Source: an optimization exercise on an open RTL-to-GDS flow (aim: small area). Production flows keep margins and buffers that such runs may drop.
Where RTL was checked, it was by simulation tests only, not by an equivalence proof against the original.
No driver is modelled on the clock port, so clocking that relies on it looks cheaper here than on a real chip.
Power is estimated from default activity; no workload was simulated.

// top
module top(	input [1:0]op,
		input [1:0]register,
		input [7:0]data,
		input clk,
		input go,
		input prog,
		input load,
		output reg [7:0]q);
==> module top, before the edit <==
module top(	input [1:0]op,
		input [1:0]register,
		input [7:0]data,
		input clk,
		input go,
		input prog,
		input load,
		output reg [7:0]q);
	reg [7:0] R [0:3];
	wire      pend;
	wire [1:0] rs;
	wire [2:0] k;
	wire       ldpulse;
	wire       ex;
	wire       rd;
	wire [1:0] r;
	GoButton myButton (.b(go), .clk(clk), .rd(rd), .r(r), .pr(pend), .rs(rs), .ex(ex));
	Debounce loader (.b(load), .clk(clk), .d(ldpulse), .ex());
	progmem myProgram (.clk(clk), .go(ldpulse), .rst(prog), .idx(k));
	wire k0 = (k == 3'd0);
	wire k1 = (k == 3'd1);
	wire k5 = (k == 3'd5);
	wire kar = (k[2:1] == 2'b10);
	wire [1:0] m = data[5:4];
	wire nar = (op == 2'b11);
	assign rd = prog ? k[1] : (op == 2'b01);
	assign r = prog ? {1'b0, k[0] & (k[1] | k[2])} : register;
	wire [1:0] s = prog ? {1'b0, k1 | (k == 3'd4)} : data[7:6];
	wire imm_n = ~prog & (op == 2'b00);
	wire imm_p = prog & k0;
	wire useA = prog ? kar : (nar & ~m[1]);
	wire andm = ~prog & nar & (m == 2'b10);
	wire sub  = prog ? k5 : (nar & (m == 2'b01));
	wire inv  = prog ? k5 : (nar & m[0]);
	wire wr   = prog ? ~k[1] : ((op != 2'b01) & ~(nar && m == 2'b11 && register != 2'b00));
	wire [1:0] asel = pend ? rs : r;
	wire [7:0] a = R[asel];
	wire [7:0] b = R[s];
	wire [7:0] x = a & ({8{useA}} | (b & {8{andm}}));
	wire [7:0] y = imm_n ? data : imm_p ? 8'd1 : (b ^ {8{inv}}) & {8{~andm}};
	wire [8:0] c;
	assign c[0] = sub;
	assign c[4] = 1'b0;
	genvar i;
	generate for (i = 0; i < 8; i = i + 1) begin : fa
		if (i != 3)
			assign c[i+1] = (x[i] & y[i]) | (x[i] & c[i]) | (y[i] & c[i]);
	end endgenerate
	wire [7:0] sum = x ^ y ^ c[7:0];
	wire [3:0] u = sum[7:4];
	wire c4 = (x[3] & y[3]) | (x[3] & c[3]) | (y[3] & c[3]);
	wire [3:0] allone = {u[2] & u[1] & u[0], u[1] & u[0], u[0], 1'b1};
	wire [7:0] res = {u ^ (allone & {4{c4}}), sum[3:0]};
	wire we = ex & wr;
	always @(posedge clk) begin
		if (pend)
			q <= a;
		if (we)
			R[r] <= res;
	end
endmodule
export LEC_CHECK = 0
export CAP_MARGIN = 0
export CORE_MARGIN = 2
export CORE_UTILIZATION = 40
export GPL_TIMING_DRIVEN = 0
export SLEW_MARGIN = 0
create_clock -name core_clock -period 5.0 [get_ports {clk}]
standard.sh (not shown) runs the stock make flow with config.mk's settings and CLKGATE_MAP_FILE= SYNTH_SCRIPT=/design/flow/synth_recipe.tcl, a recipe that flattens the netlist after the stock synthesis.
==> flow/flow/run.sh <==
#!/bin/bash
# Standard synthesis and layout (standard.sh), with these layout choices changed:
#  - synthesis buffers are removed before global placement (pre_gpl.tcl);
#  - port buffers are buf_1 cells (the resizer may still upsize them);
#  - clock tree synthesis uses clkbuf_8 cells and inserts no dummy loads
#    (post_cts.tcl then swaps some for clkbuf_4 where the clock slew allows);
#  - after clock tree synthesis, cells are sized down where slack allows
#    (post_cts.tcl), and again after global routing (post_grt.tcl).
set -euo pipefail
F="$(pwd)/flow"
bash standard.sh synth > synth.log 2>&1
bash standard.sh finish \
  "PRE_GLOBAL_PLACE_TCL=$F/pre_gpl.tcl" \
  "POST_CTS_TCL=$F/post_cts.tcl" \
  "POST_GLOBAL_ROUTE_TCL=$F/post_grt.tcl" \
  "BUFFER_PORTS_ARGS=-buffer_cell sky130_fd_sc_hd__buf_1" \
  "CTS_ARGS=-sink_clustering_enable -repair_clock_nets -dont_use_dummy_load -buf_list sky130_fd_sc_hd__clkbuf_8" \
  > layout.log 2>&1
Other scripts of this flow, unchanged in this note and not shown: flow/flow/area_recover.tcl, flow/flow/post_cts.tcl, flow/flow/post_grt.tcl, flow/flow/pre_gpl.tcl
Edit:
--- a/flow/design.v
+++ b/flow/design.v
@@ -85,19 +85,17 @@
 	wire [7:0] a = R[asel];
 	wire [7:0] b = R[s];
-	wire [7:0] x = a & ({8{useA}} | (b & {8{andm}}));
-	wire [7:0] y = imm_n ? data : imm_p ? 8'd1 : (b ^ {8{inv}}) & {8{~andm}};
+	wire [7:0] x = (data & {8{imm_n}}) | {7'd0, imm_p} | (a & ({8{useA}} | (b & {8{andm}})));
+	wire [7:0] y = (b ^ {8{inv}}) & {8{~imm_n & ~imm_p & ~andm}};
 	wire [8:0] c;
 	assign c[0] = sub;
-	assign c[4] = 1'b0;
+	assign c[6] = 1'b0;
 	genvar i;
 	generate for (i = 0; i < 8; i = i + 1) begin : fa
-		if (i != 3)
+		if (i != 5)
 			assign c[i+1] = (x[i] & y[i]) | (x[i] & c[i]) | (y[i] & c[i]);
 	end endgenerate
 	wire [7:0] sum = x ^ y ^ c[7:0];
-	wire [3:0] u = sum[7:4];
-	wire c4 = (x[3] & y[3]) | (x[3] & c[3]) | (y[3] & c[3]);
-	wire [3:0] allone = {u[2] & u[1] & u[0], u[1] & u[0], u[0], 1'b1};
-	wire [7:0] res = {u ^ (allone & {4{c4}}), sum[3:0]};
+	wire c6 = (x[5] & y[5]) | (x[5] & c[5]) | (y[5] & c[5]);
+	wire [7:0] res = {sum[7] ^ (c6 & sum[6]), sum[6] ^ c6, sum[5:0]};
 	wire we = ex & wr;
 	always @(posedge clk) begin
=> The changed run passed the timing, design-rule and antenna checks; design area is higher by 0.42%; clock-buffer cell count is unchanged; final cell count is lower by 12%; synthesized area is lower by 4.9%; routed wire length is lower by 3.1%; core utilization is higher by 3.0 points.
No run of this note included a check of the RTL's function; only the layout flow was run.

top, a different RTL version from the one above (not shown whole).
For scale: ~230 cells after synthesis, ~63 flip-flops, about 24 I/O pins, roughly 3000 sq um of cells after synthesis.
==> module Debounce, before the edit <==
module Debounce(
	input b,
	input clk,
	output reg d,
	output ex);
	reg s1, s0;
	assign ex = s1 & s0 & ~b;
	always @(posedge clk) begin
		s1 <= (s1 & ~s0) | (b & (s1 | s0));
		s0 <= ~s0 & (s1 ^ b);
		d <= ex;
	end
endmodule
==> module progmem, before the edit <==
module progmem(	input  clk,
		input  go,
		input  rst,
		output reg [11:0] data);
	reg [2:0] idx;
	reg p, e;
	wire top7 = &idx;
	wire sel8 = p & top7;
	wire nz   = p | e;
	wire inc  = p & ~top7;
	always @(posedge clk) begin
		p <= go ? ~sel8 : (~rst & sel8);
		e <= ~go & ~rst & ~sel8 & nz;
		idx[0] <= nz & (idx[0] ^ inc);
		idx[1] <= nz & (idx[1] ^ (inc & idx[0]));
		idx[2] <= nz & (idx[2] ^ (inc & idx[0] & idx[1]));
	end
	always @(*)
		case (idx)
			3'd0: data = 12'b000000000001;
			3'd1: data = 12'b100001000000;
			3'd2: data = 12'b010000000000;
			3'd3: data = 12'b010100000000;
			3'd4: data = 12'b110001000000;
			3'd5: data = 12'b110100010000;
			3'd6: data = 12'b010000000000;
			default: data = 12'b010100000000;
		endcase
endmodule
==> module top, before the edit <==
module top(	input [1:0]op,
		input [1:0]register,
		input [7:0]data,
		input clk,
		input go,
		input prog,
		input load,
		output reg [7:0]q);
	reg [7:0] R [0:3];
	reg [1:0] o;
	reg [1:0] r;
	reg [7:0] d;
	wire [11:0] rom;
	wire        ldpulse;
	wire        button;
	Debounce myButton (.b(go), .clk(clk), .d(button), .ex());
	Debounce loader (.b(load), .clk(clk), .d(ldpulse), .ex());
	progmem myProgram (.clk(clk), .go(ldpulse), .rst(prog), .data(rom));
	always @(posedge clk) begin
		o <= prog ? rom[11:10] : op;
		r <= prog ? rom[9:8] : register;
		d <= prog ? rom[7:0] : data;
	end
	wire [1:0] s = d[7:6];
	wire [1:0] m = d[5:4];
	wire [7:0] a = R[r];
	wire [7:0] b = R[s];
	wire imm  = (o == 2'b00);
	wire ar   = (o == 2'b11);
	wire andm = ar & (m == 2'b10);
	wire useA = ar & ~m[1];
	wire sub  = ar & (m == 2'b01);
	wire inv  = ar & m[0];
	wire [7:0] x = a & {8{useA}};
	wire [7:0] y = (imm ? d : b) ^ {8{inv}};
	wire [8:0] c;
	assign c[0] = sub;
	genvar i;
	generate for (i = 0; i < 8; i = i + 1) begin : fa
		assign c[i+1] = (x[i] & y[i]) | (x[i] & c[i]) | (y[i] & c[i]);
	end endgenerate
	wire [7:0] sum = x ^ y ^ c[7:0];
	wire [7:0] res = andm ? (a & b) : sum;
	wire we = button & (o != 2'b01) & ~(o == 2'b11 && m == 2'b11 && r != 2'b00);
	always @(posedge clk) begin
		if (button & (o == 2'b01))
			q <= a;
		if (we)
			R[r] <= res;
	end
endmodule
Settings: LEC_CHECK=0, CAP_MARGIN=20, CORE_MARGIN=2, CORE_UTILIZATION=40, GPL_TIMING_DRIVEN=0, SLEW_MARGIN=20; clock period 5.0 ns.
==> flow/flow/run.sh <==
#!/bin/bash
# Standard synthesis and layout (standard.sh), with two layout choices changed:
#  - port buffers are buf_1 cells (the resizer may still upsize them);
#  - clock tree synthesis uses clkbuf_4 cells and inserts no dummy loads.
set -euo pipefail
bash standard.sh synth > synth.log 2>&1
bash standard.sh finish \
  "BUFFER_PORTS_ARGS=-buffer_cell sky130_fd_sc_hd__buf_1" \
  "CTS_ARGS=-sink_clustering_enable -repair_clock_nets -dont_use_dummy_load -buf_list sky130_fd_sc_hd__clkbuf_4" \
  > layout.log 2>&1
Edit:
--- a/flow/design.v
+++ b/flow/design.v
@@ -1,32 +1,31 @@
 module Debounce(
 	input b,
 	input clk,
 	output reg d,
 	output ex);
 	reg s1, s0;
-	assign ex = s1 & s0 & ~b;
+	assign ex = s1 & ~s0 & ~b;
 	always @(posedge clk) begin
-		s1 <= (s1 & ~s0) | (b & (s1 | s0));
-		s0 <= ~s0 & (s1 ^ b);
+		s0 <= b;
+		s1 <= (s1 & s0) | (s1 & b) | (s0 & b);
 		d <= ex;
 	end
 endmodule
 module progmem(	input  clk,
 		input  go,
 		input  rst,
 		output reg [11:0] data);
 	reg [2:0] idx;
-	reg p, e;
+	reg nz, p;
 	wire top7 = &idx;
 	wire sel8 = p & top7;
-	wire nz   = p | e;
 	wire inc  = p & ~top7;
 	always @(posedge clk) begin
-		p <= go ? ~sel8 : (~rst & sel8);
-		e <= ~go & ~rst & ~sel8 & nz;
+		nz <= go ? ~sel8 : (~rst & nz);
+		p  <= go ? ~sel8 : (~rst & sel8);
 		idx[0] <= nz & (idx[0] ^ inc);
 		idx[1] <= nz & (idx[1] ^ (inc & idx[0]));
 		idx[2] <= nz & (idx[2] ^ (inc & idx[0] & idx[1]));
 	end
 	always @(*)
 		case (idx)
@@ -70,22 +69,22 @@
 	wire imm  = (o == 2'b00);
 	wire ar   = (o == 2'b11);
 	wire andm = ar & (m == 2'b10);
 	wire useA = ar & ~m[1];
 	wire sub  = ar & (m == 2'b01);
 	wire inv  = ar & m[0];
-	wire [7:0] x = a & {8{useA}};
-	wire [7:0] y = (imm ? d : b) ^ {8{inv}};
+	wire [7:0] x = imm ? d : (a & ({8{useA}} | (b & {8{andm}})));
+	wire [7:0] y = (b ^ {8{inv}}) & {8{~imm & ~andm}};
 	wire [8:0] c;
 	assign c[0] = sub;
 	genvar i;
 	generate for (i = 0; i < 8; i = i + 1) begin : fa
 		assign c[i+1] = (x[i] & y[i]) | (x[i] & c[i]) | (y[i] & c[i]);
 	end endgenerate
 	wire [7:0] sum = x ^ y ^ c[7:0];
-	wire [7:0] res = andm ? (a & b) : sum;
+	wire [7:0] res = sum;
 	wire we = button & (o != 2'b01) & ~(o == 2'b11 && m == 2'b11 && r != 2'b00);
 	always @(posedge clk) begin
 		if (button & (o == 2'b01))
 			q <= a;
 		if (we)
 			R[r] <= res;
After rerunning: Die area went down by a few percent. Cell area came out lower by a few percent. Sequential power goes down slightly. Total power went down by a few percent. Worst hold slack got worse by 47 ps. Clock-buffer cell count is unchanged.
The RTL of the first run of this note was laid out without a check of its function.

==> afterwards: timing with drivers on the ports <==
The results above use ideal ports. As a check the final layouts listed here were re-extracted and re-timed, cells and wires unchanged. Step 1 sets driving cells, clkbuf_16 on the clock port and buf_2 on the other inputs (assumed; they add their load-dependent delay and slew). Step 2 adds t to the input delays and takes it off the output delays; t is the mean of the earliest and latest rising clock arrival at the registers after step 1. Input paths then give back, and output paths get back, about the clock's delay inside the block. Three values: ideal ports, drivers, drivers and shift; two values: the first two.
| run | t (ns) | slack for setup (ns) | clock arrival spread, ns | worst slew at a driven data input, ns | cell pins on the clock port's net |
|---|---|---|---|---|---|
| the first run of note 1 | 0.357 | 0.185 / 0.193 / -0.164 | 0.010 / 0.010 | 0.03 | 1 |
| the second run of note 1 | 0.388 | 0.099 / 0.058 / -0.330 | 0.041 / 0.041 | 0.10 | 1 |
| the first run of note 2 | 0.408 | 0.126 / 0.126 / 0.126 | 0.036 / 0.036 | 0.03 | 1 |
| the second run of note 2 | 0.418 | 0.263 / 0.263 / 0.263 | 0.028 / 0.029 | 0.03 | 1 |
With both steps, setup timing fails in the first run of note 1 and the second run of note 1, where it was met with ideal ports. For the second run of note 1, which loses most, drivers alone change the setup slack by -0.041 ns; drivers and shift together by -0.429 ns.
